Context: an optimization exercise on an open-source flow, tuned for small area. The choices shown serve that exercise and are no tape-out recipe. In this exercise RTL edits were held to simulation tests only and were not proved equivalent to the original. Power is estimated from default activity; no workload was simulated.

==> flow/design.v <==
module ospi_flash(
    input wire clk,
    output wire [7:0] OSPI_IO_out,
    output wire OSPI_IO_oe,
    input wire OSPI_CS,
    input wire reset_n,
    input wire write_enable,
    input wire read_enable,
    input wire erase_enable,
    input wire [7:0] data_in,
    input wire [23:0] address,
    output reg [7:0] data_out,
    input wire HOLD_N,
    input wire [1:0] mode
);
    reg hold_active;
    reg ph;                        
    reg [7:0] st [0:255];          
    wire [7:0] a = address[7:0];
    wire act = !hold_active && !OSPI_CS;
    wire we  = reset_n && act && (write_enable || erase_enable);
    wire [7:0] wdn = ~((erase_enable ? 8'hFF : data_in) ^ {8{ph}});
    wire [7:0] wd;
    genvar k;
    generate
        for (k = 0; k < 8; k = k + 1) begin : g_wd
            ospi_nand2 u_wd (.a(we), .b(wdn[k]), .y(wd[k]));
        end
    endgenerate
    wire [7:0] an = ~a;
    wire [15:0] pan, pbn, pa, pb;
    genvar i, j, b;
    generate
        for (i = 0; i < 16; i = i + 1) begin : g_pre
            ospi_nand4 u_pan (.a(i & 1 ? a[0] : an[0]), .b(i & 2 ? a[1] : an[1]),
                              .c(i & 4 ? a[2] : an[2]), .d(i & 8 ? a[3] : an[3]), .y(pan[i]));
            ospi_nand4 u_pbn (.a(i & 1 ? a[4] : an[4]), .b(i & 2 ? a[5] : an[5]),
                              .c(i & 4 ? a[6] : an[6]), .d(i & 8 ? a[7] : an[7]), .y(pbn[i]));
            ospi_inv u_pa (.a(pan[i]), .y(pa[i]));
            ospi_inv u_pb (.a(pbn[i]), .y(pb[i]));
        end
    endgenerate
    wire wen = ~we;
    wire [255:0] sn, w;
    wire [7:0] nx [0:255];
    wire [7:0] hit [0:127];
    generate
        for (j = 0; j < 16; j = j + 1) begin : g_hi
            for (i = 0; i < 16; i = i + 1) begin : g_lo
                localparam integer R = 16 * j + i;
                ospi_nand2 u_sn (.a(pa[i]), .b(pb[j]), .y(sn[R]));
                ospi_nor2  u_w  (.a(sn[R]), .b(wen), .y(w[R]));
                for (b = 0; b < 8; b = b + 1) begin : g_bit
                    ospi_oai22 u_nx (.a1(st[R][b]), .a2(w[R]), .b1(wd[b]), .b2(sn[R]), .y(nx[R][b]));
                end
                always @(posedge clk)
                    st[R] <= nx[R];
            end
        end
        for (i = 0; i < 128; i = i + 1) begin : g_pair
            for (b = 0; b < 8; b = b + 1) begin : g_bit
                ospi_oai22 u_hit (.a1(st[2*i][b]), .a2(sn[2*i]), .b1(st[2*i+1][b]), .b2(sn[2*i+1]), .y(hit[i][b]));
            end
        end
    endgenerate
    wire [7:0] l2 [0:7];
    wire [7:0] l3 [0:3];
    wire [7:0] sel;
    generate
        for (b = 0; b < 8; b = b + 1) begin : g_or
            for (i = 0; i < 8; i = i + 1) begin : g_l2
                ospi_or16 u (.x({hit[16*i+15][b], hit[16*i+14][b], hit[16*i+13][b], hit[16*i+12][b],
                                 hit[16*i+11][b], hit[16*i+10][b], hit[16*i+9][b],  hit[16*i+8][b],
                                 hit[16*i+7][b],  hit[16*i+6][b],  hit[16*i+5][b],  hit[16*i+4][b],
                                 hit[16*i+3][b],  hit[16*i+2][b],  hit[16*i+1][b],  hit[16*i][b]}),
                             .y(l2[i][b]));
            end
            for (i = 0; i < 4; i = i + 1) begin : g_l3
                ospi_nor2 u (.a(l2[2*i][b]), .b(l2[2*i+1][b]), .y(l3[i][b]));
            end
            ospi_nand4 u_l4 (.a(l3[0][b]), .b(l3[1][b]), .c(l3[2][b]), .d(l3[3][b]), .y(sel[b]));
        end
    endgenerate
    wire [7:0] d = sel ^ {8{~ph}};
    always @(posedge clk)
        ph <= ~ph;
    always @(posedge clk or negedge reset_n) begin
        if (!reset_n) begin
            data_out <= 8'hFF;
            hold_active <= 1'b0;
        end else begin
            hold_active <= !HOLD_N;
            if (act && read_enable)
                data_out <= d;
        end
    end
    assign OSPI_IO_oe = act && read_enable;
    wire [3:0] m;
    wire [7:0] p1 = {d[3:0], d[7:4]};
    wire [7:0] p2 = {d[1:0], d[3:2], d[5:4], d[7:6]};
    wire [7:0] p3 = {d[0], d[1], d[2], d[3], d[4], d[5], d[6], d[7]};
    generate
        for (i = 0; i < 4; i = i + 1) begin : g_mode
            assign m[i] = OSPI_IO_oe && (mode == i);
        end
        for (b = 0; b < 8; b = b + 1) begin : g_out
            ospi_ao4 u_o (.d({p3[b], p2[b], p1[b], d[b]}), .e(m), .y(OSPI_IO_out[b]));
        end
    endgenerate
endmodule
module ospi_oai22(input wire a1, input wire a2, input wire b1, input wire b2, output wire y);
    assign y = ~((a1 | a2) & (b1 | b2));
endmodule
module ospi_nand2(input wire a, input wire b, output wire y);
    assign y = ~(a & b);
endmodule
module ospi_nor2(input wire a, input wire b, output wire y);
    assign y = ~(a | b);
endmodule
module ospi_or16(input wire [15:0] x, output wire y);
    assign y = |x;
endmodule
module ospi_nand4(input wire a, input wire b, input wire c, input wire d, output wire y);
    assign y = ~(a & b & c & d);
endmodule
module ospi_ao4(input wire [3:0] d, input wire [3:0] e, output wire y);
    assign y = |(d & e);
endmodule
module ospi_inv(input wire a, output wire y);
    assign y = ~a;
endmodule
export LEC_CHECK = 0
export CAP_MARGIN = 25
export CORE_MARGIN = 2
export CORE_UTILIZATION = 80
export CTS_BUF_LIST = sky130_fd_sc_hd__clkbuf_16
export CTS_CLUSTER_DIAMETER = 80
export CTS_CLUSTER_SIZE = 30
export PLACE_DENSITY = 0.9
export SLEW_MARGIN = 25
export SYNTH_HIERARCHICAL = 1
export SYNTH_MINIMUM_KEEP_SIZE = 0
create_clock -name core_clock -period 14.0 [get_ports {clk}]
standard.sh (not shown) runs the stock make flow with config.mk's settings and CLKGATE_MAP_FILE= SYNTH_SCRIPT=/design/flow/synth_recipe.tcl, a recipe that flattens the netlist after the stock synthesis.
==> flow/flow/run.sh <==
#!/bin/bash
# The standard layout, with two changes: port buffers use the smallest
# buffer cell, and clock tree synthesis inserts no dummy loads.
set -euo pipefail
export BUFFER_PORTS_ARGS="-buffer_cell sky130_fd_sc_hd__buf_1"
export CTS_ARGS="-sink_clustering_enable -repair_clock_nets -dont_use_dummy_load -buf_list sky130_fd_sc_hd__clkbuf_4 -sink_clustering_size 10 -sink_clustering_max_diameter 40"
bash standard.sh > standard.log 2>&1
The starting point produced a clean layout.
Change:
--- a/flow/design.v
+++ b/flow/design.v
@@ -25,21 +25,16 @@
     generate
         for (k = 0; k < 8; k = k + 1) begin : g_wd
             ospi_nand2 u_wd (.a(we), .b(wdn[k]), .y(wd[k]));
         end
     endgenerate
-    wire [7:0] an = ~a;
-    wire [15:0] pan, pbn, pa, pb;
+    wire [15:0] pa, pb;
     genvar i, j, b;
     generate
         for (i = 0; i < 16; i = i + 1) begin : g_pre
-            ospi_nand4 u_pan (.a(i & 1 ? a[0] : an[0]), .b(i & 2 ? a[1] : an[1]),
-                              .c(i & 4 ? a[2] : an[2]), .d(i & 8 ? a[3] : an[3]), .y(pan[i]));
-            ospi_nand4 u_pbn (.a(i & 1 ? a[4] : an[4]), .b(i & 2 ? a[5] : an[5]),
-                              .c(i & 4 ? a[6] : an[6]), .d(i & 8 ? a[7] : an[7]), .y(pbn[i]));
-            ospi_inv u_pa (.a(pan[i]), .y(pa[i]));
-            ospi_inv u_pb (.a(pbn[i]), .y(pb[i]));
+            assign pa[i] = (a[3:0] == i);
+            assign pb[i] = (a[7:4] == i);
         end
     endgenerate
     wire wen = ~we;
     wire [255:0] sn, w;
     wire [7:0] nx [0:255];
@@ -124,8 +119,5 @@
     assign y = ~(a & b & c & d);
 endmodule
 module ospi_ao4(input wire [3:0] d, input wire [3:0] e, output wire y);
     assign y = |(d & e);
 endmodule
-module ospi_inv(input wire a, output wire y);
-    assign y = ~a;
-endmodule
Effect: Routed wire length went down by 2.0%. Critical path depth went down by 1. First-iteration DRC count went down by 4.7%. Sequential share of layout area went down by 0.14 points. Cell area is about the same. Synthesized area hardly moves. Worst setup slack improves by 0.34 ns. Final cell count is about the same. Core utilization went up by 0.34 points.

---

RTL: the design.v shown in full above, as it stands there.
clock: 14.0 ns
lec_check: 0
cap_margin: 25
core_margin: 2
core_utilization: 80
cts_buf_list: sky130_fd_sc_hd__clkbuf_16
cts_cluster_diameter: 80
cts_cluster_size: 30
place_density: 0.9
slew_margin: 25
synth_hierarchical: 1
synth_minimum_keep_size: 0
==> flow/flow/run.sh <==
#!/bin/bash
# The standard layout, with two changes: port buffers use the smallest
# buffer cell, and clock tree synthesis inserts no dummy loads.
set -euo pipefail
export BUFFER_PORTS_ARGS="-buffer_cell sky130_fd_sc_hd__buf_1"
export CTS_ARGS="-sink_clustering_enable -repair_clock_nets -dont_use_dummy_load -buf_list sky130_fd_sc_hd__clkbuf_4 -sink_clustering_buffer sky130_fd_sc_hd__clkbuf_8 -sink_clustering_size 18 -sink_clustering_max_diameter 60"
bash standard.sh > standard.log 2>&1
Then changed:
--- a/flow/design.v
+++ b/flow/design.v
@@ -25,33 +25,34 @@
     generate
         for (k = 0; k < 8; k = k + 1) begin : g_wd
             ospi_nand2 u_wd (.a(we), .b(wdn[k]), .y(wd[k]));
         end
     endgenerate
     wire [7:0] an = ~a;
-    wire [15:0] pan, pbn, pa, pb;
+    wire [15:0] pan, pbn, pa0, pa1, pb;
     genvar i, j, b;
     generate
         for (i = 0; i < 16; i = i + 1) begin : g_pre
             ospi_nand4 u_pan (.a(i & 1 ? a[0] : an[0]), .b(i & 2 ? a[1] : an[1]),
                               .c(i & 4 ? a[2] : an[2]), .d(i & 8 ? a[3] : an[3]), .y(pan[i]));
             ospi_nand4 u_pbn (.a(i & 1 ? a[4] : an[4]), .b(i & 2 ? a[5] : an[5]),
                               .c(i & 4 ? a[6] : an[6]), .d(i & 8 ? a[7] : an[7]), .y(pbn[i]));
-            ospi_inv u_pa (.a(pan[i]), .y(pa[i]));
+            ospi_inv u_pa0 (.a(pan[i]), .y(pa0[i]));
+            ospi_inv u_pa1 (.a(pan[i]), .y(pa1[i]));
             ospi_inv u_pb (.a(pbn[i]), .y(pb[i]));
         end
     endgenerate
     wire wen = ~we;
     wire [255:0] sn, w;
     wire [7:0] nx [0:255];
     wire [7:0] hit [0:127];
     generate
         for (j = 0; j < 16; j = j + 1) begin : g_hi
             for (i = 0; i < 16; i = i + 1) begin : g_lo
                 localparam integer R = 16 * j + i;
-                ospi_nand2 u_sn (.a(pa[i]), .b(pb[j]), .y(sn[R]));
+                ospi_nand2 u_sn (.a(j < 8 ? pa0[i] : pa1[i]), .b(pb[j]), .y(sn[R]));
                 ospi_nor2  u_w  (.a(sn[R]), .b(wen), .y(w[R]));
                 for (b = 0; b < 8; b = b + 1) begin : g_bit
                     ospi_oai22 u_nx (.a1(st[R][b]), .a2(w[R]), .b1(wd[b]), .b2(sn[R]), .y(nx[R][b]));
                 end
                 always @(posedge clk)
                     st[R] <= nx[R];
Result: The new run went through all stages and came out clean. Critical path depth goes down by 1. Routed wire length goes down slightly. Die area stays flat. Sequential power stays flat. Worst setup slack improved by 0.37 ns. Synthesized cell count stays flat. First-iteration DRC count goes up by about a fifth. Register-to-register slack got worse by 0.73 ns. Hold slack got worse by 0.0052 ns. Power stays flat. Fmax goes up by a few percent.

---

== old ==
RTL: one of the versions met above, not the one the previous note started from.
For scale: about 58 I/O pins, roughly 0.065 mm2 of cells after synthesis.
==> module ospi_flash, before the edit <==
module ospi_flash(
    input wire clk,
    output wire [7:0] OSPI_IO_out,
    output wire OSPI_IO_oe,
    input wire OSPI_CS,
    input wire reset_n,
    input wire write_enable,
    input wire read_enable,
    input wire erase_enable,
    input wire [7:0] data_in,
    input wire [23:0] address,
    output reg [7:0] data_out,
    input wire HOLD_N,
    input wire [1:0] mode
);
    reg hold_active;
    reg ph;                        
    reg [7:0] st [0:255];          
    wire [7:0] a = address[7:0];
    wire act = !hold_active && !OSPI_CS;
    wire we  = reset_n && act && (write_enable || erase_enable);
    wire [7:0] wdn = ~((erase_enable ? 8'hFF : data_in) ^ {8{ph}});
    wire [7:0] wd;
    genvar k;
    generate
        for (k = 0; k < 8; k = k + 1) begin : g_wd
            ospi_nand2 u_wd (.a(we), .b(wdn[k]), .y(wd[k]));
        end
    endgenerate
    wire [15:0] pa, pb;
    genvar i, j, b;
    generate
        for (i = 0; i < 16; i = i + 1) begin : g_pre
            assign pa[i] = (a[3:0] == i);
            assign pb[i] = (a[7:4] == i);
        end
    endgenerate
    wire wen = ~we;
    wire [255:0] sn, w;
    wire [7:0] nx [0:255];
    wire [7:0] hit [0:127];
    generate
        for (j = 0; j < 16; j = j + 1) begin : g_hi
            for (i = 0; i < 16; i = i + 1) begin : g_lo
                localparam integer R = 16 * j + i;
                ospi_nand2 u_sn (.a(pa[i]), .b(pb[j]), .y(sn[R]));
                ospi_nor2  u_w  (.a(sn[R]), .b(wen), .y(w[R]));
                for (b = 0; b < 8; b = b + 1) begin : g_bit
                    ospi_oai22 u_nx (.a1(st[R][b]), .a2(w[R]), .b1(wd[b]), .b2(sn[R]), .y(nx[R][b]));
                end
                always @(posedge clk)
                    st[R] <= nx[R];
            end
        end
        for (i = 0; i < 128; i = i + 1) begin : g_pair
            for (b = 0; b < 8; b = b + 1) begin : g_bit
                ospi_oai22 u_hit (.a1(st[2*i][b]), .a2(sn[2*i]), .b1(st[2*i+1][b]), .b2(sn[2*i+1]), .y(hit[i][b]));
            end
        end
    endgenerate
    wire [7:0] l2 [0:7];
    wire [7:0] l3 [0:3];
    wire [7:0] sel;
    generate
        for (b = 0; b < 8; b = b + 1) begin : g_or
            for (i = 0; i < 8; i = i + 1) begin : g_l2
                ospi_or16 u (.x({hit[16*i+15][b], hit[16*i+14][b], hit[16*i+13][b], hit[16*i+12][b],
                                 hit[16*i+11][b], hit[16*i+10][b], hit[16*i+9][b],  hit[16*i+8][b],
                                 hit[16*i+7][b],  hit[16*i+6][b],  hit[16*i+5][b],  hit[16*i+4][b],
                                 hit[16*i+3][b],  hit[16*i+2][b],  hit[16*i+1][b],  hit[16*i][b]}),
                             .y(l2[i][b]));
            end
            for (i = 0; i < 4; i = i + 1) begin : g_l3
                ospi_nor2 u (.a(l2[2*i][b]), .b(l2[2*i+1][b]), .y(l3[i][b]));
            end
            ospi_nand4 u_l4 (.a(l3[0][b]), .b(l3[1][b]), .c(l3[2][b]), .d(l3[3][b]), .y(sel[b]));
        end
    endgenerate
    wire [7:0] d = sel ^ {8{~ph}};
    always @(posedge clk)
        ph <= ~ph;
    always @(posedge clk or negedge reset_n) begin
        if (!reset_n) begin
            data_out <= 8'hFF;
            hold_active <= 1'b0;
        end else begin
            hold_active <= !HOLD_N;
            if (act && read_enable)
                data_out <= d;
        end
    end
    assign OSPI_IO_oe = act && read_enable;
    wire [3:0] m;
    wire [7:0] p1 = {d[3:0], d[7:4]};
    wire [7:0] p2 = {d[1:0], d[3:2], d[5:4], d[7:6]};
    wire [7:0] p3 = {d[0], d[1], d[2], d[3], d[4], d[5], d[6], d[7]};
    generate
        for (i = 0; i < 4; i = i + 1) begin : g_mode
            assign m[i] = OSPI_IO_oe && (mode == i);
        end
        for (b = 0; b < 8; b = b + 1) begin : g_out
            ospi_ao4 u_o (.d({p3[b], p2[b], p1[b], d[b]}), .e(m), .y(OSPI_IO_out[b]));
        end
    endgenerate
endmodule
export LEC_CHECK = 0
export CAP_MARGIN = 25
export CORE_MARGIN = 2
export CORE_UTILIZATION = 80
export CTS_BUF_LIST = sky130_fd_sc_hd__clkbuf_16
export CTS_CLUSTER_DIAMETER = 80
export CTS_CLUSTER_SIZE = 30
export PLACE_DENSITY = 0.9
export SLEW_MARGIN = 25
export SYNTH_HIERARCHICAL = 1
export SYNTH_MINIMUM_KEEP_SIZE = 0
create_clock -name core_clock -period 14.0 [get_ports {clk}]
==> flow/flow/run.sh <==
#!/bin/bash
# The standard layout, with two changes: port buffers use the smallest
# buffer cell, and clock tree synthesis inserts no dummy loads.
set -euo pipefail
export BUFFER_PORTS_ARGS="-buffer_cell sky130_fd_sc_hd__buf_1"
export CTS_ARGS="-sink_clustering_enable -repair_clock_nets -dont_use_dummy_load -buf_list sky130_fd_sc_hd__clkbuf_8 -sink_clustering_size 18 -sink_clustering_max_diameter 60"
bash standard.sh > standard.log 2>&1
Relative to old, the following input files were edited for new:
-- flow/design.v --
<<< old, line 20
    wire act = !hold_active && !OSPI_CS;
    wire we  = reset_n && act && (write_enable || erase_enable);
    wire [7:0] wdn = ~((erase_enable ? 8'hFF : data_in) ^ {8{ph}});
    wire [7:0] wd;
    genvar k;
    generate
        for (k = 0; k < 8; k = k + 1) begin : g_wd
            ospi_nand2 u_wd (.a(we), .b(wdn[k]), .y(wd[k]));
        end
    endgenerate
    wire [15:0] pa, pb;
    genvar i, j, b;
>>> new, line 20
    wire act = !hold_active && !OSPI_CS;
    wire we  = reset_n && act && (write_enable || erase_enable);
    wire [7:0] wd = we ? ((erase_enable ? 8'hFF : data_in) ^ {8{ph}}) : 8'hFF;
    wire [15:0] pa, pb;
    genvar i, j, b;
### Flow results
Of old and new, the lower non-clock buffer count belongs to new.
Est. power | new vs old | new lower
Compared with old, new shows number of iterations in the first detailed-routing pass higher by 1.
Taking old as 1.0, new lands at 0.925 on largest net degree at the start of global routing.
In new the number of global-route vias before repair turned out about 2% higher than in old.
Compared with old, in new post-layout instance count excluding filler cells saw little to no change; synthesized area saw little to no change; global placement routability congestion saw a decrease.
Beginning of the critical path = address[3]: new; beginning of the critical path = address[2]: old

## re-timing with driven ports
How much do the figures lean on ideal ports? The routed layouts below were timed once more, with nothing changed but the port constraints.
Step 1: set_driving_cell puts a clkbuf_16 on clk and a buf_2 on each other input, an assumption about the parent block.
Step 2, shift: input delay + t, output delay - t, t = (earliest + latest rising clock arrival at the registers) / 2. This alone moves slack from input paths to output paths.
a / b / c = ideal ports / drivers / drivers and shift; a / b = the first two.
| run | t (ns) | setup slack, ns | worst setup path after step 2 | latest minus earliest clock arrival (ns) |
|---|---|---|---|---|
| the first run of note 1 | 1.239 | 3.070 / 3.019 / 3.019 | input to output | 0.148 / 0.148 |
| the second run of note 1 | 1.188 | 3.412 / 3.358 / 3.358 | input to output | 0.126 / 0.125 |
| the first run of note 2 | 1.143 | 2.834 / 2.771 / 2.771 | input to output | 0.114 / 0.115 |
| the second run of note 2 | 1.137 | 3.209 / 3.097 / 3.097 | input to output | 0.112 / 0.113 |
| old | 0.881 | 3.414 / 3.359 / 3.359 | input to output | 0.075 / 0.075 |
| new | 0.885 | 3.219 / 3.161 / 3.161 | input to output | 0.080 / 0.080 |
After both steps setup and hold are still met in every run listed. For the second run of note 2, which loses most, drivers alone change the setup slack by -0.112 ns; drivers and shift together by -0.112 ns.
